Source: an optimization exercise on an open RTL-to-GDS flow (aim: small area). Production flows keep margins and buffers that such runs may drop.
At most, simulation tests tie the RTL to the original design; equivalence was not proved.
The RTL of run 2 was laid out without a check of its function.
Power figures rest on the tool's default switching activity, not on a simulated workload. The clock port is modelled as an ideal driver; clocking choices that lean on that would not hold on a real chip.

`flow/run.sh`:
```
#!/bin/bash
# synth_recipe.tcl (not shown) runs the flow's synth.tcl, then flattens the netlist and writes it again
# the make line also repeats each setting of config.mk as NAME=value (left out here)
make -C /OpenROAD-flow-scripts/flow DESIGN_CONFIG=/design/flow/config.mk WORK_HOME=/design/flow/orfs CLKGATE_MAP_FILE= SYNTH_SCRIPT=/design/flow/synth_recipe.tcl finish
```
`flow/config.mk`:
```
export PLATFORM = sky130hd
export DESIGN_NAME = cam
export DESIGN_NICKNAME = cam
export VERILOG_FILES = /design/flow/design.v
export SDC_FILE = /design/flow/constraint.sdc
export NUM_CORES = 4
export LEC_CHECK = 0
export CAP_MARGIN = 20
export CORE_MARGIN = 2
export CORE_UTILIZATION = 40
export SETUP_SLACK_MARGIN = 0.3
export SLEW_MARGIN = 20
```
`flow/design.v`:
```
typedef logic [31:0] ThirtyTwoInput;
module ThirtyTwoByThirtyTwoMux(input ThirtyTwoInput [31:0] data_i, 
	input [4:0] selector_bits,
	output logic[31:0] data_o);
	generate
	   for(genvar iter=0;iter<32;iter++)begin
	      ThirtyTwoToOneMux muxArray(
					 .input_lines(
	{data_i[31][iter], data_i[30][iter], data_i[29][iter], data_i[28][iter],
	 data_i[27][iter], data_i[26][iter], data_i[25][iter], data_i[24][iter],
	 data_i[23][iter], data_i[22][iter], data_i[21][iter], data_i[20][iter],
	 data_i[19][iter], data_i[18][iter], data_i[17][iter], data_i[16][iter],
	 data_i[15][iter], data_i[14][iter], data_i[13][iter], data_i[12][iter],
	 data_i[11][iter], data_i[10][iter], data_i[ 9][iter], data_i[ 8][iter],
	 data_i[ 7][iter], data_i[ 6][iter], data_i[ 5][iter], data_i[ 4][iter],
	 data_i[ 3][iter], data_i[ 2][iter], data_i[ 1][iter], data_i[ 0][iter]
	                                               }),
					 .selector_bits(selector_bits),
					 .output_line(data_o[iter]));
	   end
	endgenerate
endmodule	 
module FourToOneMux(
		    input [3:0]  input_lines,
		    input [1:0]  selector_bits,
		    output logic output_line);
   always_comb begin
      case (selector_bits)
	2'b00: output_line = input_lines[0];
	2'b01: output_line = input_lines[1];
	2'b10: output_line = input_lines[2];
	2'b11: output_line = input_lines[3];  
      endcase
   end
endmodule
module EightToOneMux(
	input [7:0]input_lines,
	input [2:0]selector_bits,
	output logic output_line);
	logic muxZeroOut;
	logic muxOneOut;
	FourToOneMux mux0(
		.input_lines(input_lines[3:0]),
		.selector_bits(selector_bits[1:0]),
		.output_line(muxZeroOut));
	FourToOneMux mux1(
		.input_lines(input_lines[7:4]),
		.selector_bits(selector_bits[1:0]),
		.output_line(muxOneOut));
	always_comb begin
	   output_line =  
			  (muxOneOut & selector_bits[2])
	                  |
			  (muxZeroOut & (~selector_bits[2]));
	end
endmodule
module ThirtyTwoToOneMux(
	input [31:0] input_lines,
	input [4:0]  selector_bits,
	output logic output_line);
	logic muxZeroOut;
	logic muxOneOut;	
	logic muxTwoOut;
	logic muxThreeOut;
	logic[3:0] muxOutputs;
	EightToOneMux mux0(
		.input_lines(input_lines[7:0]),
		.selector_bits(selector_bits[2:0]),
		.output_line(muxZeroOut));
	EightToOneMux mux1(
		.input_lines(input_lines[15:8]),
		.selector_bits(selector_bits[2:0]),
		.output_line(muxOneOut));
	EightToOneMux mux2(
		.input_lines(input_lines[23:16]),
		.selector_bits(selector_bits[2:0]),
		.output_line(muxTwoOut));
	EightToOneMux mux3(
		.input_lines(input_lines[31:24]),
		.selector_bits(selector_bits[2:0]),
		.output_line(muxThreeOut));
	always_comb begin
		muxOutputs[0] = muxZeroOut;
		muxOutputs[1] = muxOneOut;
		muxOutputs[2] = muxTwoOut;
		muxOutputs[3] = muxThreeOut;
	end
	FourToOneMux mux4(
		.input_lines(muxOutputs),
		.selector_bits(selector_bits[4:3]),
		.output_line(output_line));
endmodule  
module priority_encoder(input[31:0] data_i,output logic[4:0] data_o, output logic valid_o);
	always_comb begin
		casex(data_i)
		  32'bxxxxxxxxxxxxxxxxxxxxxxxxxxxxxxx1: data_o= 5'b00000;
		  32'bxxxxxxxxxxxxxxxxxxxxxxxxxxxxxx10: data_o= 5'b00001; 
		  32'bxxxxxxxxxxxxxxxxxxxxxxxxxxxxx100: data_o= 5'b00010; 
		  32'bxxxxxxxxxxxxxxxxxxxxxxxxxxxx1000: data_o= 5'b00011; 
		  32'bxxxxxxxxxxxxxxxxxxxxxxxxxxx10000: data_o= 5'b00100; 
		  32'bxxxxxxxxxxxxxxxxxxxxxxxxxx100000: data_o= 5'b00101; 
		  32'bxxxxxxxxxxxxxxxxxxxxxxxxx1000000: data_o= 5'b00110; 
		  32'bxxxxxxxxxxxxxxxxxxxxxxxx10000000: data_o= 5'b00111; 
		  32'bxxxxxxxxxxxxxxxxxxxxxxx100000000: data_o= 5'b01000; 
		  32'bxxxxxxxxxxxxxxxxxxxxxx1000000000: data_o= 5'b01001; 
		  32'bxxxxxxxxxxxxxxxxxxxxx10000000000: data_o= 5'b01010; 
		  32'bxxxxxxxxxxxxxxxxxxxx100000000000: data_o= 5'b01011; 
		  32'bxxxxxxxxxxxxxxxxxxx1000000000000: data_o= 5'b01100; 
		  32'bxxxxxxxxxxxxxxxxxx10000000000000: data_o= 5'b01101; 
		  32'bxxxxxxxxxxxxxxxxx100000000000000: data_o= 5'b01110; 
		  32'bxxxxxxxxxxxxxxxx1000000000000000: data_o= 5'b01111; 
		  32'bxxxxxxxxxxxxxxx10000000000000000: data_o= 5'b10000; 
		  32'bxxxxxxxxxxxxxx100000000000000000: data_o= 5'b10001; 
		  32'bxxxxxxxxxxxxx1000000000000000000: data_o= 5'b10010; 
		  32'bxxxxxxxxxxxx10000000000000000000: data_o= 5'b10011; 
		  32'bxxxxxxxxxxx100000000000000000000: data_o= 5'b10100; 
		  32'bxxxxxxxxxx1000000000000000000000: data_o= 5'b10101; 
		  32'bxxxxxxxxx10000000000000000000000: data_o= 5'b10110; 
		  32'bxxxxxxxx100000000000000000000000: data_o= 5'b10111; 
		  32'bxxxxxxx1000000000000000000000000: data_o= 5'b11000; 
		  32'bxxxxxx10000000000000000000000000: data_o= 5'b11001; 
		  32'bxxxxx100000000000000000000000000: data_o= 5'b11010; 
		  32'bxxxx1000000000000000000000000000: data_o= 5'b11011; 
		  32'bxxx10000000000000000000000000000: data_o= 5'b11100; 
		  32'bxx100000000000000000000000000000: data_o= 5'b11101; 
		  32'bx1000000000000000000000000000000: data_o= 5'b11110; 
		  default: data_o= 5'b11111; 
		endcase  
	   if(data_i == '0) valid_o = '0;
	   else valid_o = '1;
	end  
endmodule
module cam_decoder #(parameter WIDTH = 32,
		     parameter ADDR_WIDTH = 5,
	             parameter DEPTH = (1<<ADDR_WIDTH)
		    )
   (
    input 			write_enable_i,
    input [ADDR_WIDTH - 1 : 0] 	write_index_i,
    output logic [DEPTH - 1 :0 ] write_enable_o
    );
   logic [DEPTH -1 : 0] 	en_addr_write; 
   always_comb begin      
	for(int iter = 0; iter < DEPTH; iter++) begin
		en_addr_write[iter] = (iter == write_index_i);
		write_enable_o[iter] = en_addr_write[iter] & write_enable_i;
	end  
   end  
endmodule  
module flipflop
(
    input 	 clk,
    input 	 reset, 
    input 	 data_i,
    input 	 write_enable_i,
    input 	 search_enable_i,
    input 	 search_i,
    output reg 	 data_o,
    output logic match_o
);
   always_ff @(posedge clk) begin
      if (reset) data_o <= '0;
      else if (write_enable_i) data_o <= data_i;
   end
   always_comb begin
      match_o = search_enable_i & (search_i == data_o);
   end
endmodule
module row #(parameter WIDTH=32)
(
 input 			clk,
 input 			reset, 
 input [WIDTH-1:0] 	data_i,
 input 			write_enable_i,
 input 			search_enable_i,
 input [WIDTH-1:0] 	search_data_i,
 output reg [WIDTH-1:0] data_o,
 output 		match_o,
 output reg 		read_valid_o 		
);
   logic [WIDTH-1:0]      match;
   always_ff @(posedge clk) begin
      if (reset) read_valid_o <= '0;
      else if (write_enable_i) read_valid_o <= '1;
   end
   generate 
      for (genvar j = 0; j < WIDTH; j++) begin
         flipflop membit(.clk,
			 .reset,
                         .data_i(data_i[j]),
                         .write_enable_i,
                         .search_enable_i,
                         .search_i(search_data_i[j]),
                         .data_o(data_o[j]),
                         .match_o(match[j])
                        );
      end                
   endgenerate
   logic combined;
   always_comb begin
      combined = &match;
   end
   assign match_o = combined & read_valid_o;
endmodule
module cam #(parameter WIDTH = 32,parameter ADDR_WIDTH = 5)
  (
   input 			clk_i, 
   input 			rst_i,
   input 			read_enable_i, 
   input [ADDR_WIDTH - 1 : 0 ] 	read_index_i,
   input 			write_enable_i,
   input [ADDR_WIDTH - 1 : 0 ] 	write_index_i,
   input [WIDTH - 1 : 0 ] 	write_data_i,
   input 			search_enable_i, 
   input [WIDTH - 1 : 0 ] 	search_data_i,
   output logic			read_valid_o,
   output [WIDTH - 1 : 0] 	read_value_o,
   output 			search_valid_o,
   output [ADDR_WIDTH - 1 : 0 ] search_index_o
   );  
   wire [ADDR_WIDTH - 1 : 0 ] 	read_index;
   wire [WIDTH - 1 : 0] 	dec_write_enable;
   typedef logic [31:0] 	ThirtyTwoInput;
   ThirtyTwoInput [WIDTH - 1 : 0] row_out_into_mux;
   wire [ADDR_WIDTH - 1 : 0 ] 	selector_bits;
   wire [WIDTH - 1 : 0] 	input_line;
   logic [WIDTH - 1 : 0] 	match;   
   logic [WIDTH - 1 : 0] 	readlogic;
   cam_decoder decoder(.*,.write_enable_o(dec_write_enable));
   generate 
      for (genvar j = 0; j < WIDTH; j++) begin
         row		 membit(.clk(clk_i),
				.reset(rst_i),
				.data_i(write_data_i), 
				.write_enable_i(dec_write_enable[j]),
				.search_enable_i,
				.search_data_i, 
				.data_o(row_out_into_mux[j]), 
				.match_o(match[j]),
				.read_valid_o(readlogic[j])
				);
      end                
   endgenerate
   always_comb begin
      read_valid_o = readlogic[read_index_i];
   end
   ThirtyTwoByThirtyTwoMux mux(.data_i(row_out_into_mux),.selector_bits(read_index_i),.data_o(read_value_o) );
   priority_encoder priority_en(.data_i(match),.data_o(search_index_o),.valid_o(search_valid_o));
endmodule  
```
`flow/constraint.sdc`:
```
create_clock -name core_clock -period 10.0 [get_ports {clk_i}]
set_input_delay 2.0000 -clock core_clock [delete_from_list [all_inputs] [get_ports {clk_i}]]
set_output_delay 2.0000 -clock core_clock [all_outputs]
set_load 0.01 [all_outputs]
```
==> flow_summary.ini, run 1 <==
[run_status]
status = no timing/DRC/antenna violations

[worst_setup_path]
critical_path.slowest_cell = nor4_1
worstPathRequired_ps = 8000
slowest_delay_ps = 1150
crit_type = in -> out
crit_fanout = 12
worst-endpoint-arrival_ps = 6850
worstSetupEndpointType = output pin
path_common_cell = nor4_1
crit_chain = buf_2 -> buf_4 -> xor2_1 -> nor4_1 -> nand4_1 -> nor4_1 -> o21ba_2 -> nor2_1 -> o32ai_1 -> a211o_1 -> clkdlybuf4s50_1
start_kind = input pin

[final_layout]
stdcell_count = 9026
syn_to_final_growth_pct = 9.56
fin_util_pct = 44.3
drive_above_1_share_pct = 11.3
fin_area_um2 = 63800
fin_nets = 7108

[floorplanning]
die_w_um = 386
num_rows = 139
initial_core_util_pct = 40.4
die_y_um = 386
die_area_um2 = 149000
core_area_um2 = 144000
io_pins = 118

[global_route]
grt_pass1_wl_um = 390000
grt_pass1_vias = 51800
grt_overflow = 0
grt.total_usage_pct = 36.7
grt_max_degree = 218
grt_antenna_before_repair = 20

[synth]
yosysSeqAreaShare_pct = 36.3
synth_fp_nets = 7385
syn_area_um2 = 58200
synthesis.area_per_instance_um2 = 7.97
synthDistinctLibCells = 61
synth_top_cell_area_share_pct = 36.3
synth_warnings = 8
synth_largest_area_cell = dfxtp_1
synth-main-ff-cell = dfxtp_1
synth-async-reset-ratio_pct = 0
synthCells = 7306
yosys-top-cells-area = dfxtp_1 36%, nand2_1 14%, a21oi_1 9.5%
ys_ff_latch = 1056
synth-edff-count = 0

[timing]
fmax_mhz = 113
skew_ps = 0
fin_setup_tns_ps = 0
finalSetupViolations = 0
worst_slew_pin_slew_ps = 1430
max_slew_margin_pct = 4.31
fin_crit_sh_pct = 88.5
timing.final.ws_setup_ps = 1150
drv_slew = 0
fin_crit_ps = 8850
whs_ps = 467
hold_violations = 0
rsz0062_at_grt = no

[power]
power_density_nw_per_um2 = 156
power_mw = 9.98
ir_drop_uv = 141
leakagePower_nw = 21.7

[min_path]
holdCritPathClass = reg -> reg

[route]
vias_per_cell = 6.28
vias = 56700
drcViolationCount = 0
routedWlPerCell_um = 31.3
drt_wl_total_um = 283000
drtIter0Drc = 9448
drtAntennaViolNets = 0
dr.pass1.iters = 6

[clock_network]
postCtsSetupRepairBufs = 0
cts_max_path_buffers = 3
clk_pin_slew_ps = 60
clkLatencyLatePin_ps = 770
cts.repair.resized = 0
holdBufCountCts = 0
cts_tree = done
cts_num_sinks = 1056
cts_made_buffers = 114
root_buffer = clkbuf_16
htreeDepth = 3

[place]
gp_congestion = 1.10
dp_cells = 8815
dp_hpwl_um = 184000
post-place-ws_ps = 1570
dpl-instance-area_um2 = 59900
port_buffers = 116

[job]
maxCapViolCount = 0
==> layout make-up <==
cell class | instances | area, um^2
clock inverter | 32 | 414
tap | 1903 | 2380
timing repair buffer | 322 | 2600
antenna | 8 | 20.0
multi-input combinational | 5522 | 33700
inverter | 13 | 51.3
clock buffer | 170 | 3430
sequential | 1056 | 21100
fill | 14200 | 80200
==> logic make-up after synthesis <==
family          after synthesis  share of synthesized area [%]
simple gates               2675                           19.1
compound gates             1487                           14.5
buf+inv                     728                           5.98
xor+xnor                   1015                           15.3
flops                      1056                           36.3
mux                         345                           8.83
==> worst max-delay path: cells and delay by family <==
family                 cells  cell delay (ps)
AND/OR/NAND/NOR            4             1720
XOR/XNOR                   1              110
AO/OA/AOI/OAI              3             1240
buffers and inverters      3             1730
==> registers in the layout (all words and copies together), names as in the netlist <==
| signal | cells |
|---|---|
| genblk1.membit.read_valid_o | 32 |
| genblk1.membit.genblk1.membit.data_o | 1024 |
==> layer usage <==
| layer | global-route usage, % | part of all wire, % |
|---|---|---|
| met1 | 47.6 | 37 |
| met2 | 49.9 | 39 |
| met3 | 14.7 | 16 |
| met4 | 23.5 | 7.8 |
| met5 | 0 | 0.061 |
==> power breakdown <==
group / internal, mW / total [mW] / leakage, nW / switching [mW]
Sequential: 4.24 / 4.27 / 8.51 / 0.0335
Clock: 2.56 / 4.46 / 1.90 / 1.91
Combinational: 0.312 / 1.24 / 11.3 / 0.928
Total: 7.11 / 9.98 / 21.7 / 2.87
==> layout by cell type (no fill, tap or decap), drive strengths merged, types with 112 or more instances in the layout <==
cell type / Yosys / final
mux2: 160 / 160
dfxtp: 1056 / 1056
nand4: 125 / 125
xnor2: 436 / 436
nor4: 162 / 162
xor2: 579 / 579
mux4: 119 / 119
clkbuf: 516 / 171
nor2: 147 / 147
nand2: 2106 / 2106
a221oi: 112 / 112
a21oi: 1106 / 1106
buf: 199 / 276
==> final timing paths <==
kind              depth (start not counted)  slack, ps                                          from                                            to
setup / recovery                         11       1150                              search_data_i[1]                             search_index_o[0]
hold / removal                            2        470  genblk1[25].membit.genblk1[14].membit.data_o  genblk1[25].membit.genblk1[14].membit.data_o
setup reg to reg                          2       9060               genblk1[12].membit.read_valid_o               genblk1[12].membit.read_valid_o
hold reg to reg                           2        470  genblk1[25].membit.genblk1[14].membit.data_o  genblk1[25].membit.genblk1[14].membit.data_o
==> synth_stat cells (62+ instances only) <==
library cell  instances
mux4_2              119
o21ai_0              65
nor2_1              147
mux2i_1              66
a21oi_1            1106
nand4_1             125
mux2_2              160
a221oi_1            112
xnor2_1             435
buf_4                62
xor2_1              578
nand2_1            2106
dfxtp_1            1056
a22oi_1              64
clkbuf_1            516
nor4_1              149
==> inputs of run 2 (changes only) <==
==> flow/design.v (replaced) <==
module read_col (input [31:0] sel, input [31:0] d, output y);
   assign y = |(sel & d);
endmodule
module row_match (input [31:0] q, input [31:0] s, input v, output m);
   assign m = v & (q == s);
endmodule
module cam #(parameter WIDTH = 32, parameter ADDR_WIDTH = 5)
  (
   input                         clk_i,
   input                         rst_i,
   input                         read_enable_i,
   input  [ADDR_WIDTH - 1 : 0]   read_index_i,
   input                         write_enable_i,
   input  [ADDR_WIDTH - 1 : 0]   write_index_i,
   input  [WIDTH - 1 : 0]        write_data_i,
   input                         search_enable_i,
   input  [WIDTH - 1 : 0]        search_data_i,
   output logic                  read_valid_o,
   output logic [WIDTH - 1 : 0]  read_value_o,
   output logic                  search_valid_o,
   output logic [ADDR_WIDTH - 1 : 0] search_index_o
   );
   localparam DEPTH = 1 << ADDR_WIDTH;
   logic [DEPTH - 1 : 0][WIDTH - 1 : 0] mem;
   logic [WIDTH - 1 : 0][DEPTH - 1 : 0] mem_t;
   logic [DEPTH - 1 : 0] valid;
   logic [DEPTH - 1 : 0] wen;
   logic [DEPTH - 1 : 0] rsel;
   logic [DEPTH - 1 : 0] match;
   generate
      for (genvar j = 0; j < DEPTH; j++) begin : g_row
         assign wen[j] = write_enable_i & (write_index_i == j);
         always_ff @(posedge clk_i)
           if (wen[j]) mem[j] <= write_data_i;
         always_ff @(posedge clk_i)
           if (rst_i) valid[j] <= 1'b0;
           else if (wen[j]) valid[j] <= 1'b1;
         assign rsel[j]  = (read_index_i == j);
         row_match u_match (.q(mem[j]), .s(search_data_i), .v(valid[j]), .m(match[j]));
         for (genvar b = 0; b < WIDTH; b++) begin : g_t
            assign mem_t[b][j] = mem[j][b];
         end
      end
      for (genvar b = 0; b < WIDTH; b++) begin : g_col
         read_col u_col (.sel(rsel), .d(mem_t[b]), .y(read_value_o[b]));
      end
   endgenerate
   assign read_valid_o = |(rsel & valid);
   always_comb begin
      search_valid_o = search_enable_i & (|match);
      search_index_o = '0;
      for (int j = DEPTH - 1; j >= 0; j--)
        if (match[j]) search_index_o = j[ADDR_WIDTH - 1 : 0];
   end
endmodule
--- a/flow/config.mk
+++ b/flow/config.mk
@@ -8,5 +8,7 @@
 export CAP_MARGIN = 20
 export CORE_MARGIN = 2
-export CORE_UTILIZATION = 40
+export CORE_UTILIZATION = 60
 export SETUP_SLACK_MARGIN = 0.3
 export SLEW_MARGIN = 20
+export SYNTH_HIERARCHICAL = 1
+export SYNTH_MINIMUM_KEEP_SIZE = 0
==> flow_summary.ini, run 2 <==
[run_status]
status = no timing/DRC/antenna violations

[timing]
fin_setup_tns_ps = 0
drv_slew = 0
finalSetupViolations = 0
timing.final.ws_setup_ps = 1480
skew_ps = 0
rsz0062_at_grt = no
fin_crit_ps = 8520
max_slew_margin_pct = 12.2
worst_slew_pin_slew_ps = 1310
fmax_mhz = 117
hold_violations = 0
fin_crit_sh_pct = 85.2

[synth]
syn_area_um2 = 49300
synthesis.area_per_instance_um2 = 14.4
synth-main-ff-cell = edfxtp_1
ys_top_cells_by_count = 1024 x edfxtp_1, 992 x xor2_1, 480 x a22oi_1
synth_largest_area_cell = edfxtp_1
synth_top_cell_area_share_pct = 62.3
yosys-top-cells-area = edfxtp_1 62%, xor2_1 18%, a22oi_1 7.3%
synth.most_common_cell = edfxtp_1
synth_fp_nets = 3516
synth-edff-count = 1024
synth_warnings = 7
ys_ff_latch = 1056
yosysSeqAreaShare_pct = 63.6
synthCells = 3437
synthDistinctLibCells = 49
synth-async-reset-ratio_pct = 0

[route]
vias_per_cell = 6.90
vias = 34000
routedWlPerCell_um = 34.0
drcViolationCount = 0
drt_wl_total_um = 167000
drtIter0Drc = 4136
dr.pass1.iters = 6
drtAntennaViolNets = 0

[clock_network]
cts_made_buffers = 108
clkLatencyLatePin_ps = 670
postCtsSetupRepairBufs = 0
htreeDepth = 3
clk_pin_slew_ps = 60
cts_tree = done
cts.repair.resized = 0
root_buffer = clkbuf_16
cts_num_sinks = 1056
cts_max_path_buffers = 3
holdBufCountCts = 0

[floorplanning]
die_w_um = 291
die_area_um2 = 84500
io_pins = 118
die_y_um = 291
initial_core_util_pct = 60.4
num_rows = 105
core_area_um2 = 81700

[final_layout]
syn_to_final_growth_pct = 14.4
multi_input_area_um2 = 18300
final_cell_mix = 1024 x edfxtp_1, 992 x xor2_1, 480 x a22oi_1
final_common_cell = edfxtp_1
top_regs = mem x1024, valid x32
drive_above_1_share_pct = 11.6
largest_reg_flops = 1024
fill_cells = 5695
fin_nets = 3841
register_area_um2 = 31400
fin_area_um2 = 56400
regMostFlops = mem

[min_path]
holdCritPathClass = reg -> reg

[place]
port_buffers = 116
dpl-instance-area_um2 = 52900
gp_congestion = 0.991
post-place-ws_ps = 1590
dp_hpwl_um = 116000

[worst_setup_path]
critical_path.slowest_cell = nor4_1
worstSetupEndpoint = search_index_o[1]
crit_fanout = 26
start_kind = input pin
crit_start = search_data_i[2]
crit_type = in -> out
worstPathRequired_ps = 8000
regToRegSetupSlack_ps = 9350
worstSetupEndpointType = output pin
worst-endpoint-arrival_ps = 6520
r2r_start = valid[5]
r2r_end = valid[5]
crit_chain = buf_2 -> xor2_1 -> nor4_1 -> nand4_1 -> nor3_2 -> nor2_1 -> o31ai_1 -> a211oi_1 -> o311ai_0 -> a32o_1 -> clkdlybuf4s50_1
slowest_delay_ps = 970
worst_r2r_path_depth = 2

[power]
leakagePower_nw = 18.4
power_density_nw_per_um2 = 169
power_mw = 9.52
ir_drop_uv = 164

[global_route]
grt_overflow = 0
grt_max_degree = 34
grt_antenna_before_repair = 8
grt_pass1_wl_um = 235000
grt.total_usage_pct = 39.3
grt_pass1_vias = 33800

[job]
maxCapViolCount = 0
[run 2: changes by cell type after synthesis, sizes merged, moves of 64 or more]
| cell | previous run | this run |
|---|---|---|
| nand2 | 2106 | 20 |
| a21oi | 1106 | 9 |
| dfxtp | 1056 | 32 |
| edfxtp | 0 | 1024 |
| clkbuf | 516 | 11 |
| a22oi | 64 | 512 |
| xor2 | 579 | 992 |
| xnor2 | 436 | 32 |
| buf | 199 | 10 |
| mux2 | 160 | 1 |
| mux4 | 119 | 0 |
| a221oi | 112 | 4 |
| nor4 | 162 | 230 |
| mux2i | 66 | 2 |
[run 2: critical path: cells and delay by family]
family	cells	cell delay, ps
buffers and inverters	2	1210
AOI/OAI and AO/OA	4	1090
and+or+nand+nor	4	2040
xor gates and xnor gates	1	150
[run 2: power breakdown]
part	internal [mW]	switching (mW)
clock network	2.18	1.69
logic	0.236	0.478
registers	4.91	0.0335
total	7.32	2.21
[run 2: final cells by class]
| type | instances | area share [%] |
|---|---|---|
| Antenna cell | 6 | 0.0266 |
| Clock buffer | 128 | 4.96 |
| Clock inverter | 69 | 1.01 |
| Inverter | 7 | 0.0466 |
| Multi-Input combinational cell | 2353 | 32.4 |
| Sequential cell | 1056 | 55.6 |
| Tap cell | 1070 | 2.37 |
| Timing Repair Buffer | 236 | 3.59 |
[run 2: layer usage]
metal,vias up,track usage (%),share of wire (%)
met3,489,8.31,10
met1,17100,47.1,35
li1,14300,-,-
met2,2150,63.9,47
met4,4,27.5,8.1
met5,-,0,0.016
[run 2: worst min-delay path by stage]
| stage | from | to | slack (ps) | depth (start not counted) |
|---|---|---|---|---|
| final | valid[10] | valid[10] | 500 | 2 |
| after global routing | valid[9] | valid[9] | 520 | 2 |
| after CTS | valid[10] | valid[10] | 500 | 2 |
| after detailed placement | valid[10] | valid[10] | 490 | 2 |
| after global placement | valid[17] | valid[17] | 490 | 2 |
| after floorplan | valid[25] | valid[25] | 450 | 2 |
[run 2: per-stage QoR]
| step | instances | hold slack, ps | util [%] |
|---|---|---|---|
| 2_1_floorplan | 3437 | 454 | - |
| 3_3_place_gp | 4710 | 487 | 64.6 |
| 3_5_place_dp | 4715 | 488 | 64.7 |
| 4_1_cts | 4912 | 503 | 68.9 |
| 5_1_grt | 4922 | 523 | 69.0 |
| 6_report | 4925 | 504 | 69.1 |
[run 2: modules after synthesis (local to each module, per instance)]
module | cells | cell area [um^2]
cam | 1357 | 32900
row_match | 44 | 355
read_col | 21 | 158
[run 2: kinds of logic after synthesis]
| kind of cell | count (synthesis) | synth area share (%) |
|---|---|---|
| flip-flops | 1056 | 63.6 |
| XOR/XNOR | 1024 | 18.2 |
| AND/OR/NAND/NOR | 769 | 9.07 |
| AO/OA/AOI/OAI | 557 | 8.78 |
| buffers and inverters | 28 | 0.276 |
| multiplexers | 3 | 0.0710 |
==> inputs of run 3 (changes only) <==
--- a/flow/design.v
+++ b/flow/design.v
@@ -1,4 +1,19 @@
+module aoi222 (input a1, a2, b1, b2, c1, c2, output y);
+   assign y = ~((a1 & a2) | (b1 & b2) | (c1 & c2));
+endmodule
+module ao221 (input a1, a2, b1, b2, c, output y);
+   assign y = (a1 & a2) | (b1 & b2) | c;
+endmodule
 module read_col (input [31:0] sel, input [31:0] d, output y);
-   assign y = |(sel & d);
+   logic [9:0] t;
+   logic [2:0] u;
+   for (genvar k = 0; k < 10; k++) begin : g_t
+      aoi222 u_t (.a1(sel[3*k]), .a2(d[3*k]), .b1(sel[3*k+1]), .b2(d[3*k+1]),
+                  .c1(sel[3*k+2]), .c2(d[3*k+2]), .y(t[k]));
+   end
+   assign u[0] = ~&t[3:0];
+   assign u[1] = ~&t[7:4];
+   assign u[2] = ~&t[9:8];
+   ao221 u_last (.a1(sel[30]), .a2(d[30]), .b1(sel[31]), .b2(d[31]), .c(|u), .y(y));
 endmodule
 module row_match (input [31:0] q, input [31:0] s, input v, output m);
--- a/flow/config.mk
+++ b/flow/config.mk
@@ -6,9 +6,12 @@
 export NUM_CORES = 4
 export LEC_CHECK = 0
-export CAP_MARGIN = 20
+export CAP_MARGIN = 0
 export CORE_MARGIN = 2
 export CORE_UTILIZATION = 60
+export CTS_BUF_LIST = sky130_fd_sc_hd__clkbuf_8
+export CTS_CLUSTER_DIAMETER = 50
+export CTS_CLUSTER_SIZE = 16
 export SETUP_SLACK_MARGIN = 0.3
-export SLEW_MARGIN = 20
+export SLEW_MARGIN = 0
 export SYNTH_HIERARCHICAL = 1
 export SYNTH_MINIMUM_KEEP_SIZE = 0
==> flow_summary.ini, run 3 <==
[final_layout]
final_cell_mix = 1024 x edfxtp_1, 992 x xor2_1, 320 x a222oi_1
stdcell_count = 4718
top_regs = mem x1024, valid x32
largest_reg_flops = 1024
drive_above_1_share_pct = 12.0
syn_to_final_growth_pct = 12.0
fin_area_um2 = 54400
final_common_cell = edfxtp_1
fin_nets = 3643
regMostFlops = mem

[clock_network]
postCtsSetupRepairBufs = 0
cts.repair.resized = 0
htreeDepth = 3
clk_pin_slew_ps = 90
cts_tree = done
cts_num_sinks = 1056
holdBufCountCts = 0
cts_max_path_buffers = 3
clkLatencyLatePin_ps = 760
root_buffer = clkbuf_8
cts_made_buffers = 111

[route]
drtAntennaViolNets = 0
dr.pass1.iters = 9
vias = 32500
drcViolationCount = 0
drt_wl_total_um = 150000
drtIter0Drc = 5246
vias_per_cell = 6.89
routedWlPerCell_um = 31.8

[run_status]
status = no timing/DRC/antenna violations

[timing]
rsz0062_at_grt = no
skew_ps = 0
finalSetupViolations = 0
fin_setup_tns_ps = 0
fmax_mhz = 119
worst_slew_pin_slew_ps = 1260
whs_ps = 521
fin_crit_sh_pct = 83.8
max_slew_margin_pct = 15.5
timing.final.ws_setup_ps = 1620
hold_violations = 0
fin_crit_ps = 8380
drv_slew = 0

[synth]
synth_fp_nets = 3324
synth_largest_area_cell = edfxtp_1
ys_ff_latch = 1056
synth-main-ff-cell = edfxtp_1
synth_warnings = 7
syn_area_um2 = 48500
yosysSeqAreaShare_pct = 64.7
synth-async-reset-ratio_pct = 0
synthesis.area_per_instance_um2 = 15.0
ys_top_cells_by_count = 1024 x edfxtp_1, 992 x xor2_1, 320 x a222oi_1
synth.most_common_cell = edfxtp_1
synthDistinctLibCells = 49
synth_top_cell_area_share_pct = 63.4
yosys-top-cells-area = edfxtp_1 63%, xor2_1 18%, a222oi_1 6.6%
synth-edff-count = 1024
synthCells = 3245

[worst_setup_path]
worstPathRequired_ps = 8000
start_kind = input pin
slowest_delay_ps = 740
path_common_cell = a221oi_1
crit_type = in -> out
worstSetupEndpointType = output pin
crit_chain = buf_2 -> xor2_1 -> nor4_1 -> nand4_1 -> nor3_2 -> nor2b_1 -> o21bai_1 -> a221oi_1 -> o221ai_1 -> a221oi_1 -> clkdlybuf4s50_1
critical_path.slowest_cell = nor4_1
worst-endpoint-arrival_ps = 6380
crit_fanout = 21

[power]
intPower_mw = 6.51
p_seq_share_pct = 56.5
power_density_nw_per_um2 = 161
leakagePower_nw = 17.9
comb_power_share_pct = 8.3
p_sw_mw = 2.23
ir_drop_uv = 154
switching_share_pct = 25.5
p_clk_share_pct = 35.2

[place]
dp_hpwl_um = 100000
port_buffers = 116
gp_congestion = 1.02
dp_cells = 4511
dpl-instance-area_um2 = 51900
post-place-ws_ps = 1720

[job]
maxCapViolCount = 0

[min_path]
holdCritPathClass = reg -> reg

[floorplanning]
die_y_um = 288
num_rows = 104
die_w_um = 288
die_area_um2 = 83200
initial_core_util_pct = 60.5
io_pins = 118
core_area_um2 = 80300

[global_route]
grt_pass1_vias = 31700
grt_overflow = 0
grt_max_degree = 34
grt_pass1_wl_um = 214000
grt_antenna_before_repair = 6
grt.total_usage_pct = 35.7
run 3: kinds of logic (layout without fill, tap and decap cells):
family | after synthesis | count (layout) | synth area share (%)
compound gates | 397 | 397 | 7.93
buf+inv | 28 | 435 | 0.281
simple gates | 737 | 737 | 8.56
other cells | 0 | 6 | 0
mux | 3 | 3 | 0.0722
flops | 1056 | 1056 | 64.7
xor+xnor | 1024 | 1024 | 18.5
run 3: layer usage:
metal	wire length, um	part of all wire, %	GRT usage, %
met5	20	0.013	0
met4	6730	4.5	14.3
met3	15400	10	5.93
met2	71500	48	58.9
met1	56100	37	47.8
run 3: per-module statistics from Yosys, one instance, submodules excluded:
module	flip-flops and latches	times used	cells	cell area, um^2
aoi222	0	320	1	10.0
row_match	0	32	44	355
ao221	0	32	1	10.0
read_col	0	32	4	22.5
cam	1056	1	1357	32900
run 3: worst paths after layout:
path                                   startpoint           endpoint  slack [ps]  depth (start not counted)
worst max-delay path            search_data_i[28]  search_index_o[0]        1620                         11
worst max register to register           valid[1]           valid[1]        9230                          2
worst min-delay path                     valid[6]           valid[6]         520                          2
worst min register to register           valid[6]           valid[6]         520                          2
run 3: critical path, delay by kind of cell:
family                    cells  cell delay [ps]
and+or+nand+nor               4             1670
AOI/OAI and AO/OA             4             1330
buffers and inverters         2             1190
xor gates and xnor gates      1              180
run 3: cell type report:
class / count / area [um^2]
tap: 1060 / 1330
timing repair buffer: 227 / 1830
fill: 5626 / 25900
clock buffer: 113 / 1560
sequential: 1056 / 31400
multi-input combinational: 2161 / 17300
clock inverter: 88 / 913
antenna: 6 / 15.0
inverter: 7 / 26.3
run 3: stage by stage:
stage	utilization (%)	total power [mW]
2_1_floorplan	-	5.34
3_3_place_gp	64.6	5.73
3_5_place_dp	64.6	5.75
4_1_cts	67.7	8.76
5_1_grt	67.7	8.98
6_report	67.7	8.74
run 3: power by group through the flow:
stage	combinational, mW	clock, mW	sequential [mW]
5_1_grt	0.763	3.28	4.94
6_report	0.726	3.08	4.93
3_5_place_dp	0.712	0	5.03
2_1_floorplan	0.309	0	5.03
3_3_place_gp	0.699	0	5.03
4_1_cts	0.716	3.11	4.93
==> inputs of run 4 (changes only) <==
--- a/flow/config.mk
+++ b/flow/config.mk
@@ -9,7 +9,7 @@
 export CORE_MARGIN = 2
 export CORE_UTILIZATION = 60
-export CTS_BUF_LIST = sky130_fd_sc_hd__clkbuf_8
-export CTS_CLUSTER_DIAMETER = 50
-export CTS_CLUSTER_SIZE = 16
+export CTS_BUF_LIST = sky130_fd_sc_hd__clkbuf_16
+export CTS_CLUSTER_DIAMETER = 80
+export CTS_CLUSTER_SIZE = 28
 export SETUP_SLACK_MARGIN = 0.3
 export SLEW_MARGIN = 0
==> flow_summary.ini, run 4 <==
[synth]
synth_xor_area_share_pct = 18.5
synthDistinctLibCells = 49
synth_warnings = 7
synth-main-ff-cell = edfxtp_1
yosys-top-cells-area = edfxtp_1 63%, xor2_1 18%, a222oi_1 6.6%
synthCells = 3245
synth.area.mux_share_pct = 0.0722
synth-edff-count = 1024
synthesis.area_per_instance_um2 = 15.0
synth-async-reset-ratio_pct = 0
synth_top_cell_area_share_pct = 63.4
ys_top_cells_by_count = 1024 x edfxtp_1, 992 x xor2_1, 320 x a222oi_1
synth.most_common_cell = edfxtp_1
synth-compound-area-share_pct = 7.93
synth_top_family_by_area = XOR/XNOR gates
yosysSeqAreaShare_pct = 64.7
synthAdderAreaFrac_pct = 0
syn_area_um2 = 48500
synth_largest_area_cell = edfxtp_1
synth-simple-area-share_pct = 8.56
synth_fp_nets = 3324
ys_ff_latch = 1056

[timing]
fmax_mhz = 118
worst_slew_pin_slew_ps = 1320
skew_ps = 0
finalSetupViolations = 0
hold_violations = 0
rsz0062_at_grt = no
fin_setup_tns_ps = 0
fin_crit_sh_pct = 84.5
fin_crit_ps = 8450
drv_slew = 0
max_slew_margin_pct = 11.6

[route]
vias_per_cell = 6.99
drtAntennaViolNets = 0
vias = 32100
drcViolationCount = 0
drtIter0Drc = 5232
routedWlPerCell_um = 32.3
drt_wl_total_um = 149000
dr.pass1.iters = 9

[worst_setup_path]
crit_type = in -> out
start_kind = input pin
worstSetupEndpoint = search_index_o[0]
r2r_end = valid[1]
worstSetupEndpointType = output pin
worstPathRequired_ps = 8000
crit_fanout = 21
crit_start = search_data_i[28]
slowest_delay_ps = 690
regToRegSetupSlack_ps = 9250
r2r_start = valid[1]
path_common_cell = a221oi_1
worst-endpoint-arrival_ps = 6450
worst_r2r_path_depth = 2
crit_chain = buf_2 -> xor2_1 -> nor4_1 -> nand4_1 -> nor3_2 -> nor2b_1 -> o21bai_1 -> a221oi_1 -> o221ai_1 -> a221oi_1 -> clkdlybuf4s50_1
critical_path.slowest_cell = nor4_1

[clock_network]
cts_tree = done
cts_max_path_buffers = 3
root_buffer = clkbuf_16
clkLatencyLatePin_ps = 650
cts.repair.resized = 0
htreeDepth = 2
clk_pin_slew_ps = 90
postCtsSetupRepairBufs = 0
cts_num_sinks = 1056
holdBufCountCts = 0
cts_made_buffers = 49

[final_layout]
top_regs = mem x1024, valid x32
drive_above_1_share_pct = 9.05
syn_to_final_growth_pct = 10.2
regMostFlops = mem
final_cell_mix = 1024 x edfxtp_1, 992 x xor2_1, 320 x a222oi_1
largest_reg_flops = 1024
fin_nets = 3581
fill_cells = 5677
final_common_cell = edfxtp_1

[floorplanning]
initial_core_util_pct = 60.5
core_area_um2 = 80300
die_y_um = 288
io_pins = 118
die_w_um = 288
die_area_um2 = 83200
num_rows = 104

[global_route]
busiest_layer = met2
grt_pass1_wl_um = 211000
grt_max_degree = 34
use_met2_pct = 58.8
grt_antenna_before_repair = 2
grt_use_met1_pct = 47.8
grtUsageMet3_pct = 4.68
grt.total_usage_pct = 35.3
grt_pass1_vias = 31200
grt_overflow = 0

[place]
dp_hpwl_um = 100000
port_buffers = 116
gp_congestion = 1.02

[min_path]
holdCritPathClass = reg -> reg

[job]
maxCapViolCount = 0

[power]
leakagePower_nw = 17.5
power_mw = 8.11
power_density_nw_per_um2 = 152
ir_drop_uv = 201

[run_status]
status = no timing/DRC/antenna violations
[run 4: worst min path at each step]
stage,from,end,slack [ps],depth (start not counted)
after floorplan,valid[25],valid[25],450,2
after global placement,valid[31],valid[31],490,2
after detailed placement,valid[6],valid[6],500,2
after CTS,valid[6],valid[6],520,2
after global routing,valid[11],valid[11],550,2
final,valid[11],valid[11],530,2
[run 4: through the flow]
step | cell area (um^2) | cells | utilization (%) | worst slack (ps) | hold slack [ps]
after floorplan | 48500 | 3245 | - | 3560 | 454
after global placement | 51900 | 4511 | 64.6 | 1780 | 492
after detailed placement | 51900 | 4511 | 64.6 | 1720 | 505
after CTS | 53500 | 4594 | 66.6 | 1710 | 523
after global routing | 53500 | 4594 | 66.6 | 1470 | 548
final | 53500 | 4595 | 66.6 | 1550 | 527
[run 4: per-layer routing]
metal	vias up	routed length (um)
met5	-	11
met4	2	6460
met3	278	15200
met2	2034	71400
met1	16100	55500
li1	13700	-
[run 4: modules after synthesis, one instance, submodules excluded]
module,cell area [um^2],cells inside,copies in the design,flops+latches
ao221,10.0,1,32,0
cam,32900,1357,1,1056
aoi222,10.0,1,320,0
read_col,22.5,4,32,0
row_match,355,44,32,0
[run 4: logic make-up after synthesis]
kind of cell	after synthesis
DFF	1056
xor gates and xnor gates	1024
and+or+nand+nor	737
AOI/OAI and AO/OA	397
buffers and inverters	28
muxes	3
[run 4: power by group]
| group | leakage, nW | internal, mW | switching (mW) | total (mW) |
|---|---|---|---|---|
| Combinational | 7.18 | 0.249 | 0.477 | 0.726 |
| Sequential | 9.48 | 4.90 | 0.0335 | 4.93 |
| Clock | 0.823 | 1.03 | 1.42 | 2.45 |
[run 4: final cells by class]
| type | count | area [um^2] | share of cell area (%) |
|---|---|---|---|
| Clock inverter | 31 | 304 | 0.568 |
| Sequential cell | 1056 | 31400 | 58.7 |
| Multi-Input combinational cell | 2161 | 17300 | 32.4 |
| Antenna cell | 1 | 2.50 | 0.00468 |
| Tap cell | 1060 | 1330 | 2.48 |
| Inverter | 7 | 26.3 | 0.0491 |
| Clock buffer | 52 | 1300 | 2.43 |
| Timing Repair Buffer | 227 | 1830 | 3.43 |
[run 4: critical path, delay by kind of cell]
family          cells  cell delay (ps)
buf+inv             2             1200
compound gates      4             1440
xor+xnor            1              170
simple gates        4             1620
==> inputs of run 5 (changes only) <==
==> flow/flow/run.sh (new file) <==
#!/bin/bash
# Own flow: the standard layout (standard.sh), with these changes:
#  - the port buffers are sky130 buf_2 cells instead of the resizer's default
#  - clock tree: larger sink clusters on clkbuf_16, no dummy loads
#  - power recovery after global routing downsizes cells with slack to spare
# Each step's full output goes to the ORFS logs under orfs/logs/, and
# standard.sh's own output to standard.log in this folder.
set -euo pipefail
export BUFFER_PORTS_ARGS="-buffer_cell sky130_fd_sc_hd__buf_2"
export CTS_ARGS="-sink_clustering_enable -repair_clock_nets -sink_clustering_size 28 -sink_clustering_max_diameter 80 -buf_list sky130_fd_sc_hd__clkbuf_16 -dont_use_dummy_load"
export RECOVER_POWER=100
bash standard.sh finish > standard.log 2>&1
==> flow/standard.sh (new file) <==
#!/bin/bash
# synth_recipe.tcl (not shown) runs the flow's synth.tcl, then flattens the netlist and writes it again
# the make line also repeats each setting of config.mk as NAME=value (left out here)
make -C /OpenROAD-flow-scripts/flow DESIGN_CONFIG=/design/flow/config.mk WORK_HOME=/design/flow/orfs CLKGATE_MAP_FILE= SYNTH_SCRIPT=/design/flow/synth_recipe.tcl "${@:-finish}"
--- a/flow/config.mk
+++ b/flow/config.mk
@@ -9,7 +9,4 @@
 export CORE_MARGIN = 2
 export CORE_UTILIZATION = 60
-export CTS_BUF_LIST = sky130_fd_sc_hd__clkbuf_16
-export CTS_CLUSTER_DIAMETER = 80
-export CTS_CLUSTER_SIZE = 28
 export SETUP_SLACK_MARGIN = 0.3
 export SLEW_MARGIN = 0
removed: flow/run.sh
==> flow_summary.ini, run 5 <==
[floorplanning]
initial_core_util_pct = 60.5
num_rows = 104
die_y_um = 288
io_pins = 118
die_w_um = 288
core_area_um2 = 80300
die_area_um2 = 83200

[timing]
drv_slew = 2133
fin_setup_tns_ps = 0
worst_slew_pin_slew_ps = 3710
rsz0062_at_grt = no
finalSetupViolations = 0
skew_ps = 0
max_slew_margin_pct = -148
fin_crit_ps = 8980
fmax_mhz = 111
fin_crit_sh_pct = 89.8
hold_violations = 0
timing.final.ws_setup_ps = 1020

[synth]
synthesis.area_per_instance_um2 = 15.0
ys_ff_latch = 1056
synth-main-ff-cell = edfxtp_1
synth_largest_area_cell = edfxtp_1
synth-async-reset-ratio_pct = 0
synth.most_common_cell = edfxtp_1
synthCells = 3245
synth_top_cell_area_share_pct = 63.4
synth-edff-count = 1024
synthDistinctLibCells = 49
yosysSeqAreaShare_pct = 64.7
synth_fp_nets = 3324
ys_top_cells_by_count = 1024 x edfxtp_1, 992 x xor2_1, 320 x a222oi_1
yosys-top-cells-area = edfxtp_1 63%, xor2_1 18%, a222oi_1 6.6%
syn_area_um2 = 48500
synth_warnings = 7

[clock_network]
cts_num_sinks = 1056
cts_max_path_buffers = 3
htreeDepth = 2
root_buffer = clkbuf_16
clkLatencyLatePin_ps = 650
cts_tree = done
clk_pin_slew_ps = 110
cts.repair.resized = 0
cts_made_buffers = 49
postCtsSetupRepairBufs = 0
holdBufCountCts = 0

[worst_setup_path]
crit_type = in -> out
start_kind = input pin
worst-endpoint-arrival_ps = 6980
worstSetupEndpointType = output pin
worstPathRequired_ps = 8000
crit_fanout = 21

[final_layout]
regMostFlops = mem
drive_above_1_share_pct = 7.08
stdcell_count = 4542
largest_reg_flops = 1024
fin_area_um2 = 52300
final_common_cell = edfxtp_1
fin_nets = 3558
syn_to_final_growth_pct = 7.66
final_cell_mix = 1024 x edfxtp_1, 992 x xor2_1, 320 x a222oi_1
top_regs = mem x1024, valid x32

[route]
drcViolationCount = 0
drtAntennaViolNets = 0
vias_per_cell = 7.03
dr.pass1.iters = 14
drt_wl_total_um = 150000
routedWlPerCell_um = 33.1
drtIter0Drc = 4919
vias = 31900

[global_route]
grt.total_usage_pct = 35.7
grt_antenna_before_repair = 7
grt_overflow = 0
grt_max_degree = 34
grt_pass1_vias = 31100
grt_pass1_wl_um = 212000

[power]
leakagePower_nw = 16.9
power_mw = 7.80
power_density_nw_per_um2 = 149
ir_drop_uv = 178

[job]
maxCapViolCount = 65

[place]
dp_hpwl_um = 101000
port_buffers = 116
post-place-ws_ps = 2220
dp_cells = 4488
dpl-instance-area_um2 = 51300
gp_congestion = 0.971

[run_status]
status = failed layout checks
so.violations = max-capacitance violations, max-slew violations

[min_path]
holdCritPathClass = reg -> reg
run 5: cell counts after synthesis:
Identical to the previous run, type by type.
run 5: Yosys stat by module (local to each module, per instance):
module     area (um^2)  cells  flip-flops and latches
cam              32900   1357                    1056
row_match          355     44                       0
read_col          22.5      4                       0
ao221             10.0      1                       0
aoi222            10.0      1                       0
run 5: critical path, stage by stage:
cell      delay, ps
clkbuf_1       1290
clkbuf_1        770
xor2_1          150
nor4_1          790
nand4_1         380
nor3_2          440
a21oi_1          80
nor2_1          250
nor3_1           80
a221oi_1        470
buf_2           230
run 5: area by class of cell:
| class | instances | area [um^2] |
|---|---|---|
| multi-input combinational | 2161 | 17200 |
| clock buffer | 49 | 1230 |
| inverter | 7 | 26.3 |
| antenna | 5 | 12.5 |
| fill | 5825 | 28000 |
| tap | 1060 | 1330 |
| timing repair buffer | 204 | 1060 |
| sequential | 1056 | 31400 |
run 5: path summary, 6_finish.rpt:
| check | start | to | slack [ps] | cells after the start |
|---|---|---|---|---|
| max reg2reg | valid[30] | valid[30] | 9150 | 2 |
| min reg2reg | valid[8] | valid[8] | 510 | 2 |
| max | search_data_i[28] | search_index_o[0] | 1020 | 11 |
| min | valid[8] | valid[8] | 510 | 2 |
run 5: stage by stage:
step / util [%] / hold slack [ps]
after global placement: 63.9 / 483
after CTS: 65.4 / 511
after detailed placement: 63.9 / 491
after global routing: 65.1 / 553
final: 65.1 / 512
after floorplan: - / 454
run 5: report_power, final:
part	switching [mW]	leakage [nW]	internal, mW
Sequential	0.0334	9.48	4.91
Clock	1.30	0.604	0.876
Combinational	0.477	6.78	0.204
Total	1.81	16.9	5.99
run 5: cell families (layout without fill, tap and decap cells):
group	after synthesis	count (layout)	share of synthesized area, %
other	0	5	0
AOI/OAI and AO/OA	397	397	7.93
and+or+nand+nor	737	737	8.56
muxes	3	3	0.0722
DFF	1056	1056	64.7
buffers and inverters	28	260	0.281
xor gates and xnor gates	1024	1024	18.5
run 5: per-layer routing:
metal	part of all wire [%]	vias to the layer above	global-route usage, %
met5	0.031	-	0
li1	-	13600	-
met1	37	16200	47.0
met2	48	1837	60.1
met3	9.9	282	5.36
met4	4.6	8	14.2
==> inputs of run 6 (changes only) <==
==> flow/flow/run.sh (replaced) <==
#!/bin/bash
# Own flow: the standard layout (standard.sh), with these changes:
#  - the port buffers are sky130 buf_2 cells instead of the resizer's default
#  - clock tree: larger sink clusters on clkbuf_16, no dummy loads
# Each step's full output goes to the ORFS logs under orfs/logs/, and
# standard.sh's own output to standard.log in this folder.
set -euo pipefail
export BUFFER_PORTS_ARGS="-buffer_cell sky130_fd_sc_hd__buf_2"
export CTS_ARGS="-sink_clustering_enable -repair_clock_nets -sink_clustering_size 28 -sink_clustering_max_diameter 80 -buf_list sky130_fd_sc_hd__clkbuf_16 -dont_use_dummy_load"
bash standard.sh finish > standard.log 2>&1
==> flow_summary.ini, run 6 <==
[clock_network]
cts.repair.resized = 0
cts_tree = done
holdBufCountCts = 0
cts_made_buffers = 49
cts_num_sinks = 1056
htreeDepth = 2
root_buffer = clkbuf_16
clkLatencyLatePin_ps = 650
clk_pin_slew_ps = 110
postCtsSetupRepairBufs = 0
cts_max_path_buffers = 3

[final_layout]
fin_nets = 3558
regMostFlops = mem
drive_above_1_share_pct = 10.3
final_common_cell = edfxtp_1
fin_util_pct = 65.4
final_cell_mix = 1024 x edfxtp_1, 992 x xor2_1, 320 x a222oi_1
largest_reg_flops = 1024
syn_to_final_growth_pct = 8.25
top_regs = mem x1024, valid x32

[timing]
finalSetupViolations = 0
whs_ps = 515
hold_violations = 0
worst_slew_pin_slew_ps = 1300
fin_setup_tns_ps = 0
drv_slew = 0
max_slew_margin_pct = 13.4
fin_crit_ps = 7950
fmax_mhz = 126
fin_crit_sh_pct = 79.5
skew_ps = 0
rsz0062_at_grt = no

[floorplanning]
initial_core_util_pct = 60.5
die_w_um = 288
num_rows = 104
die_y_um = 288
core_area_um2 = 80300
die_area_um2 = 83200
io_pins = 118

[route]
wl_met2_um = 72800
vias = 31700
dr.pass1.iters = 10
vias_per_cell = 6.98
routedWlPerCell_um = 33.0
drt-met1-wl_um = 55900
drtIter0Drc = 5177
drt_wl_total_um = 150000
dr.max_layer_used = met5
drtAntennaViolNets = 0
route.met3.wl_um = 14400
drcViolationCount = 0

[synth]
synthDistinctLibCells = 49
ys_top_cells_by_count = 1024 x edfxtp_1, 992 x xor2_1, 320 x a222oi_1
synthesis.area_per_instance_um2 = 15.0
synth-async-reset-ratio_pct = 0
synth.most_common_cell = edfxtp_1
ys_ff_latch = 1056
synthCells = 3245
syn_area_um2 = 48500
yosys-top-cells-area = edfxtp_1 63%, xor2_1 18%, a222oi_1 6.6%
yosysSeqAreaShare_pct = 64.7
synth-main-ff-cell = edfxtp_1
synth_largest_area_cell = edfxtp_1
synth_top_cell_area_share_pct = 63.4
synth-edff-count = 1024
synth_warnings = 7
synth_fp_nets = 3324

[worst_setup_path]
worst-endpoint-arrival_ps = 5950
path_buf_inv = 3
crit_fanout = 18
cp_top_family = simple AND/OR/NAND/NOR gates
path_common_cell = buf_2
r2r_end = valid[30]
start_kind = input pin
slowest_delay_ps = 850
worstSetupEndpointType = output pin
r2r_start = valid[30]
regToRegSetupSlack_ps = 9230
crit_type = in -> out
worst_r2r_path_depth = 2
worstPathRequired_ps = 8000
critical_path.slowest_cell = nor4_1
crit_chain = buf_2 -> buf_4 -> xor2_1 -> nor4_1 -> nand4_1 -> nor3_2 -> nor3_1 -> o21ai_0 -> o221ai_1 -> a221oi_1 -> buf_2

[power]
leakagePower_nw = 17.2
ir_drop_uv = 178
power_mw = 7.80
power_density_nw_per_um2 = 148

[global_route]
grt_overflow = 0
grt_antenna_before_repair = 10
grt.total_usage_pct = 35.7
grt_max_degree = 34
grt_pass1_vias = 31100
grt_pass1_wl_um = 212000

[run_status]
status = no timing/DRC/antenna violations

[min_path]
hold_path_depth = 2
holdCritPathClass = reg -> reg
min_to = valid[8]
hp-start = valid[8]

[place]
gp_congestion = 0.971
port_buffers = 116
dp_hpwl_um = 101000

[job]
maxCapViolCount = 0
[run 6: cell count changes in the layout (fill, tap and decap cells not counted), moves of 8 or more]
cell,change
nor2_4,+8
clkbuf_1,-95
nor2_1,-8
buf_2,+69
buf_4,+26
[run 6: where the power goes]
part	leakage [nW]	total (mW)	switching, mW	internal [mW]
clock	0.604	2.18	1.30	0.877
sequential	9.48	4.93	0.0333	4.90
combinational	7.10	0.691	0.478	0.213
total	17.2	7.80	1.81	5.99
[run 6: cell families (layout without fill, tap and decap cells)]
group | count (synthesis) | count (layout) | synth area share, %
AO/OA/AOI/OAI | 397 | 397 | 7.93
AND/OR/NAND/NOR | 737 | 737 | 8.56
flip-flops | 1056 | 1056 | 64.7
multiplexers | 3 | 3 | 0.0722
XOR/XNOR | 1024 | 1024 | 18.5
buffers and inverters | 28 | 260 | 0.281
other | 0 | 8 | 0
[run 6: worst max-delay path by stage]
stage,depth (start not counted),endpoint,start,slack [ps]
floorplan,8,read_value_o[0],read_index_i[3],3560
finish,11,search_index_o[0],search_data_i[1],2050
global route,11,search_index_o[0],search_data_i[22],2020
CTS,11,search_index_o[0],search_data_i[1],2200
global placement,11,search_index_o[0],search_data_i[28],2190
detailed placement,11,search_index_o[0],search_data_i[1],2220
[run 6: final cells by class]
| type | instances | area, um^2 |
|---|---|---|
| diodes | 8 | 20.0 |
| clock buffers | 49 | 1230 |
| fillers | 5736 | 27700 |
| inverters | 7 | 26.3 |
| multi-input cells | 2161 | 17300 |
| flip-flops and latches | 1056 | 31400 |
| well taps | 1060 | 1330 |
| repair buffers | 204 | 1240 |
[run 6: tightest hold or removal path, stage by stage, from the launching register on]
cell     delay, ps
dfxtp_1        340
nor2_1         100
nor2_1          40
[run 6: metal layers]
metal  vias up  global-route usage [%]
met4         8                    14.2
met5         -                       0
met1     16100                    47.0
li1      13600                       -
met2      1796                    60.1
met3       286                    5.36
[run 6: through the flow]
stage	worst slack (ps)	cells	area, um^2
detailed placement	2220	4488	51300
floorplan	3560	3245	48500
finish	2050	4545	52500
CTS	2200	4537	52500
global placement	2190	4488	51300
global route	2020	4540	52500
[run 6: per-module statistics from Yosys, one instance, submodules excluded]
module     area [um^2]  copies in the design  cells inside
ao221             10.0                    32             1
aoi222            10.0                   320             1
row_match          355                    32            44
read_col          22.5                    32             4
cam              32900                     1          1357
==> inputs of run 7 (changes only) <==
==> flow/flow/run.sh (replaced) <==
#!/bin/bash
# Own flow: the standard layout (standard.sh), with these changes:
#  - the port buffers are sky130 buf_1 cells instead of the resizer's default
#  - clock tree: larger sink clusters on clkbuf_16, no dummy loads
# Each step's full output goes to the ORFS logs under orfs/logs/, and
# standard.sh's own output to standard.log in this folder.
set -euo pipefail
export BUFFER_PORTS_ARGS="-buffer_cell sky130_fd_sc_hd__buf_1"
export CTS_ARGS="-sink_clustering_enable -repair_clock_nets -sink_clustering_size 28 -sink_clustering_max_diameter 80 -buf_list sky130_fd_sc_hd__clkbuf_16 -dont_use_dummy_load"
bash standard.sh finish > standard.log 2>&1
==> flow_summary.ini, run 7 <==
[synth]
yosysSeqAreaShare_pct = 64.7
ys_top_cells_by_count = 1024 x edfxtp_1, 992 x xor2_1, 320 x a222oi_1
syn_area_um2 = 48500
synth_fp_nets = 3324
synthesis.area_per_instance_um2 = 15.0
synth_largest_area_cell = edfxtp_1
ys_ff_latch = 1056
synthCells = 3245
synth.most_common_cell = edfxtp_1
synth-main-ff-cell = edfxtp_1
synth-edff-count = 1024
synth_top_cell_area_share_pct = 63.4
yosys-top-cells-area = edfxtp_1 63%, xor2_1 18%, a222oi_1 6.6%
synth-async-reset-ratio_pct = 0
synthDistinctLibCells = 49
synth_warnings = 7

[power]
ir_drop_uv = 200
p_clk_share_pct = 27.7
p_sw_mw = 1.80
comb_power_share_pct = 8.8
leakagePower_nw = 17.1
power_density_nw_per_um2 = 148
p_seq_share_pct = 63.5
power_mw = 7.77
switching_share_pct = 23.1
intPower_mw = 5.97

[final_layout]
largest_reg_flops = 1024
drive_above_1_share_pct = 8.80
top_regs = mem x1024, valid x32
syn_to_final_growth_pct = 8.52
fin_area_um2 = 52700
stdcell_count = 4576
fin_nets = 3593
final_cell_mix = 1024 x edfxtp_1, 992 x xor2_1, 320 x a222oi_1
regMostFlops = mem
final_common_cell = edfxtp_1
fin_util_pct = 65.6
fill_cells = 5711

[clock_network]
clkLatencyLatePin_ps = 650
postCtsSetupRepairBufs = 0
root_buffer = clkbuf_16
htreeDepth = 2
cts_max_path_buffers = 3
cts.repair.resized = 0
cts_made_buffers = 48
cts_num_sinks = 1056
clk_pin_slew_ps = 100
holdBufCountCts = 0
cts_tree = done

[timing]
fmax_mhz = 125
fin_crit_ps = 7990
fin_setup_tns_ps = 0
fin_crit_sh_pct = 79.9
drv_slew = 0
hold_violations = 0
timing.final.ws_setup_ps = 2010
whs_ps = 509
worst_slew_pin_slew_ps = 1340
finalSetupViolations = 0
skew_ps = 0
max_slew_margin_pct = 10.6
rsz0062_at_grt = no

[worst_setup_path]
worstPathRequired_ps = 8000
r2r_end = valid[28]
regToRegSetupSlack_ps = 9250
start_kind = input pin
worstSetupEndpointType = output pin
worst_r2r_path_depth = 2
r2r_start = valid[28]
worst-endpoint-arrival_ps = 5990
crit_type = in -> out
crit_fanout = 18

[route]
drcViolationCount = 0
drt_wl_total_um = 148000
drtAntennaViolNets = 0
vias = 31900
drtIter0Drc = 5263
vias_per_cell = 6.96
dr.pass1.iters = 10
routedWlPerCell_um = 32.3

[global_route]
grt_max_degree = 34
grt_pass1_vias = 31100
grt_overflow = 0
grt_antenna_before_repair = 2
grt_use_met1_pct = 46.9
grtUsageMet3_pct = 5.66
grt.total_usage_pct = 35.1
busiest_layer = met2
grt_pass1_wl_um = 211000
use_met2_pct = 58.7

[run_status]
status = no timing/DRC/antenna violations

[place]
gp_congestion = 0.999
dp_hpwl_um = 99800
dpl-instance-area_um2 = 51500
port_buffers = 116
post-place-ws_ps = 2210
dp_cells = 4524

[min_path]
holdCritPathClass = reg -> reg
min_to = valid[8]
hold_path_depth = 2
hp-start = valid[8]

[floorplanning]
die_area_um2 = 83200
die_w_um = 288
num_rows = 104
initial_core_util_pct = 60.5
die_y_um = 288
io_pins = 118
core_area_um2 = 80300

[job]
maxCapViolCount = 0
-- run 7: cell counts after synthesis --
No cell type changed its count.
-- run 7: critical path: stages --
cell,delay (ps)
clkbuf_2,420
buf_4,430
xor2_1,130
nor4_1,780
nand4_1,400
nor3_2,460
a21oi_1,120
o21ai_0,170
o221ai_1,270
a221oi_1,560
buf_1,210
-- run 7: final cells by class --
type                            instances  area, um^2  share of cell area [%]
Antenna cell                            4        10.0                  0.0190
Inverter                                7        26.3                  0.0499
Clock buffer                           48        1200                    2.28
Timing Repair Buffer                  240        1410                    2.67
Sequential cell                      1056       31400                    59.6
Multi-Input combinational cell       2161       17300                    32.9
Tap cell                             1060        1330                    2.52
-- run 7: layer usage --
metal  wire length, um  up-vias
met5                12        -
met4              6130        2
met3             15300      264
met2             71300     1891
met1             54900    16000
li1                  -    13700
-- run 7: per-module statistics from Yosys, one instance, submodules excluded --
module / times used / cells
cam: 1 / 1357
row_match: 32 / 44
read_col: 32 / 4
ao221: 32 / 1
aoi222: 320 / 1
-- run 7: worst max-delay path by stage --
stage / start / to / slack, ps
3_3_place_gp: search_data_i[28] / search_index_o[0] / 2240
2_1_floorplan: read_index_i[3] / read_value_o[0] / 3560
4_1_cts: search_data_i[28] / search_index_o[0] / 2210
6_report: search_data_i[28] / search_index_o[0] / 2010
3_5_place_dp: search_data_i[28] / search_index_o[0] / 2210
5_1_grt: search_data_i[4] / search_index_o[0] / 2020
-- run 7: cell families (layout without fill, tap and decap cells) --
group | Yosys count | count (layout) | synth area share [%]
flip-flops | 1056 | 1056 | 64.7
XOR/XNOR | 1024 | 1024 | 18.5
AND/OR/NAND/NOR | 737 | 737 | 8.56
AO/OA/AOI/OAI | 397 | 397 | 7.93
buffers and inverters | 28 | 295 | 0.281
multiplexers | 3 | 3 | 0.0722
other | 0 | 4 | 0
-- run 7: power by group through the flow --
stage                     Sequential, mW  Clock [mW]  Combinational, mW
after floorplan                     5.03           0              0.309
after global placement              5.03           0              0.660
after detailed placement            5.03           0              0.674
after CTS                           4.93        2.18              0.677
after global routing                4.94        2.31              0.724
final                               4.93        2.15              0.686
==> inputs of run 8 (changes only) <==
==> flow/flow/run.sh (replaced) <==
#!/bin/bash
# Own flow: the standard layout (standard.sh), with these changes:
#  - the port buffers are sky130 buf_2 cells instead of the resizer's default
#  - clock tree: larger sink clusters on clkbuf_16, no dummy loads
# Each step's full output goes to the ORFS logs under orfs/logs/, and
# standard.sh's own output to standard.log in this folder.
set -euo pipefail
export BUFFER_PORTS_ARGS="-buffer_cell sky130_fd_sc_hd__buf_2"
export CTS_ARGS="-sink_clustering_enable -repair_clock_nets -sink_clustering_size 30 -sink_clustering_max_diameter 90 -buf_list sky130_fd_sc_hd__clkbuf_16 -dont_use_dummy_load"
bash standard.sh finish > standard.log 2>&1
--- a/flow/config.mk
+++ b/flow/config.mk
@@ -8,5 +8,5 @@
 export CAP_MARGIN = 0
 export CORE_MARGIN = 2
-export CORE_UTILIZATION = 60
+export CORE_UTILIZATION = 67
 export SETUP_SLACK_MARGIN = 0.3
 export SLEW_MARGIN = 0
==> flow_summary.ini, run 8 <==
[run_status]
status = no timing/DRC/antenna violations

[final_layout]
drive_above_1_share_pct = 9.88
fin_nets = 3542
fin_util_pct = 72.8
final_cell_mix = 1024 x edfxtp_1, 992 x xor2_1, 320 x a222oi_1
top_regs = mem x1024, valid x32
fill_cells = 4649
largest_reg_flops = 1024
regMostFlops = mem
final_common_cell = edfxtp_1
syn_to_final_growth_pct = 7.42
fin_area_um2 = 52100
register_area_um2 = 31400
multi_input_area_um2 = 17300

[synth]
synth_top_cell_area_share_pct = 63.4
synthCells = 3245
synthesis.area_per_instance_um2 = 15.0
synth-edff-count = 1024
yosysSeqAreaShare_pct = 64.7
syn_area_um2 = 48500
ys_ff_latch = 1056
ys_top_cells_by_count = 1024 x edfxtp_1, 992 x xor2_1, 320 x a222oi_1
synth_fp_nets = 3324
synth-async-reset-ratio_pct = 0
synth_largest_area_cell = edfxtp_1
synth.most_common_cell = edfxtp_1
synth_warnings = 7
yosys-top-cells-area = edfxtp_1 63%, xor2_1 18%, a222oi_1 6.6%
synthDistinctLibCells = 49
synth-main-ff-cell = edfxtp_1

[job]
maxCapViolCount = 0

[route]
vias_per_cell = 7.32
routedWlPerCell_um = 32.7
dr.pass1.iters = 11
drtIter0Drc = 5794
vias = 32300
drtAntennaViolNets = 0
drt_wl_total_um = 144000
drcViolationCount = 0

[power]
leakagePower_nw = 17.1
power_density_nw_per_um2 = 146
ir_drop_uv = 148
power_mw = 7.61

[global_route]
use_met2_pct = 63.1
grt_antenna_before_repair = 8
grt_overflow = 0
grtUsageMet3_pct = 6.63
grt_use_met1_pct = 51.0
grt_max_degree = 34
grt_pass1_wl_um = 206000
grt.total_usage_pct = 38.3
grt_pass1_vias = 31200
busiest_layer = met2

[clock_network]
htreeDepth = 2
postCtsSetupRepairBufs = 0
cts_max_path_buffers = 3
cts_num_sinks = 1056
clk_pin_slew_ps = 110
cts.repair.resized = 0
root_buffer = clkbuf_16
cts_made_buffers = 41
cts_tree = done
holdBufCountCts = 0
clkLatencyLatePin_ps = 620

[floorplanning]
die_y_um = 273
io_pins = 118
initial_core_util_pct = 67.8
core_area_um2 = 71600
die_area_um2 = 74600
num_rows = 98
die_w_um = 273

[place]
port_buffers = 116
dp_hpwl_um = 98000
gp_congestion = 1.01
post-place-ws_ps = 2100
dpl-instance-area_um2 = 51100

[timing]
rsz0062_at_grt = no
drv_slew = 0
worst_slew_pin_slew_ps = 1290
finalSetupViolations = 0
skew_ps = 0
fin_crit_ps = 8040
hold_violations = 0
fmax_mhz = 124
fin_crit_sh_pct = 80.4
timing.final.ws_setup_ps = 1960
max_slew_margin_pct = 13.7
fin_setup_tns_ps = 0

[worst_setup_path]
worstSetupEndpointType = output pin
worst-endpoint-arrival_ps = 6040
start_kind = input pin
worstPathRequired_ps = 8000
crit_type = in -> out
crit_fanout = 32

[min_path]
holdCritPathClass = reg -> reg
## run 8: cell counts after synthesis
No cell type changed its count.
## run 8: kinds of logic after synthesis
logic type | count (synthesis) | share of synthesized area [%]
xor+xnor | 1024 | 18.5
simple gates | 737 | 8.56
flops | 1056 | 64.7
mux | 3 | 0.0722
compound gates | 397 | 7.93
buf+inv | 28 | 0.281
## run 8: metal layers
layer | vias up | wire length (um)
li1 | 13600 | -
met1 | 16200 | 50900
met2 | 2282 | 69500
met3 | 325 | 17100
met4 | 6 | 7030
met5 | - | 37
## run 8: where the power goes
group	switching (mW)	internal, mW
sequential	0.0336	4.90
clock	1.25	0.743
combinational	0.472	0.212
total	1.75	5.86
## run 8: Yosys stat by module, one instance, submodules excluded
| module | flops+latches | cell area (um^2) | cells inside |
|---|---|---|---|
| ao221 | 0 | 10.0 | 1 |
| cam | 1056 | 32900 | 1357 |
| aoi222 | 0 | 10.0 | 1 |
| read_col | 0 | 22.5 | 4 |
| row_match | 0 | 355 | 44 |
## run 8: per-stage QoR
stage / hold slack [ps] / instances
6_report: 515 / 4417
5_1_grt: 523 / 4414
4_1_cts: 511 / 4411
3_5_place_dp: 489 / 4370
3_3_place_gp: 485 / 4370
2_1_floorplan: 454 / 3245
## run 8: cell type report
cell class,count,area share (%)
multi-input combinational,2161,33.2
inverter,7,0.0504
tap,950,2.28
clock buffer,41,1.97
timing repair buffer,196,2.27
sequential,1056,60.2
antenna,6,0.0288
## run 8: worst paths after layout
path / from / to / slack (ps) / depth (start not counted)
setup / recovery: search_data_i[7] / search_index_o[0] / 1960 / 11
hold / removal: valid[31] / valid[31] / 510 / 2
setup reg to reg: valid[28] / valid[28] / 9240 / 2
hold reg to reg: valid[31] / valid[31] / 510 / 2
## run 8: worst max-delay path: stages
cell and delay [ps]:
buf_2 790, xor2_1 170, nor4_1 650, nand4_1 330, nor3_2 350, nor2b_1 170
o21bai_1 70, a221oi_1 470, o221ai_1 350, a221oi_1 450, buf_2 220

[separate check: timing with driven ports]
Ports are ideal in the flow. The routed layouts listed here were re-timed in OpenROAD.
Step 1 assumes that a clkbuf_16 drives the clock port and a buf_2 every other input.
Step 2 times the ports against the registers' clock, not the clock port: input delays grow and output delays shrink by t, the midpoint of the rising clock arrivals with the driver on.
Three values: no drivers, after step 1, after step 2; two values: the first two.
run | t (ns) | setup WS [ns] | slew at the worst register clock pin (ns) | slew violations
run 1 | 0.845 | 1.149 / 1.121 / 1.121 | 0.07 / 0.07 | 0 / 0
run 2 | 0.750 | 1.484 / 1.450 / 1.450 | 0.06 / 0.06 | 0 / 0
run 3 | 0.823 | 1.620 / 1.596 / 1.596 | 0.10 / 0.10 | 0 / 0
run 4 | 0.712 | 1.553 / 1.529 / 1.529 | 0.11 / 0.11 | 0 / 0
run 5 | 0.695 | 1.023 / 0.989 / 0.989 | 0.11 / 0.11 | 2133 / 2165
run 6 | 0.694 | 2.048 / 2.017 / 2.017 | 0.11 / 0.11 | 0 / 0
run 7 | 0.695 | 2.014 / 1.984 / 1.984 | 0.11 / 0.11 | 0 / 0
run 8 | 0.681 | 1.965 / 1.942 / 1.942 | 0.11 / 0.11 | 0 / 0
With drivers on, slew violations rise in run 5.
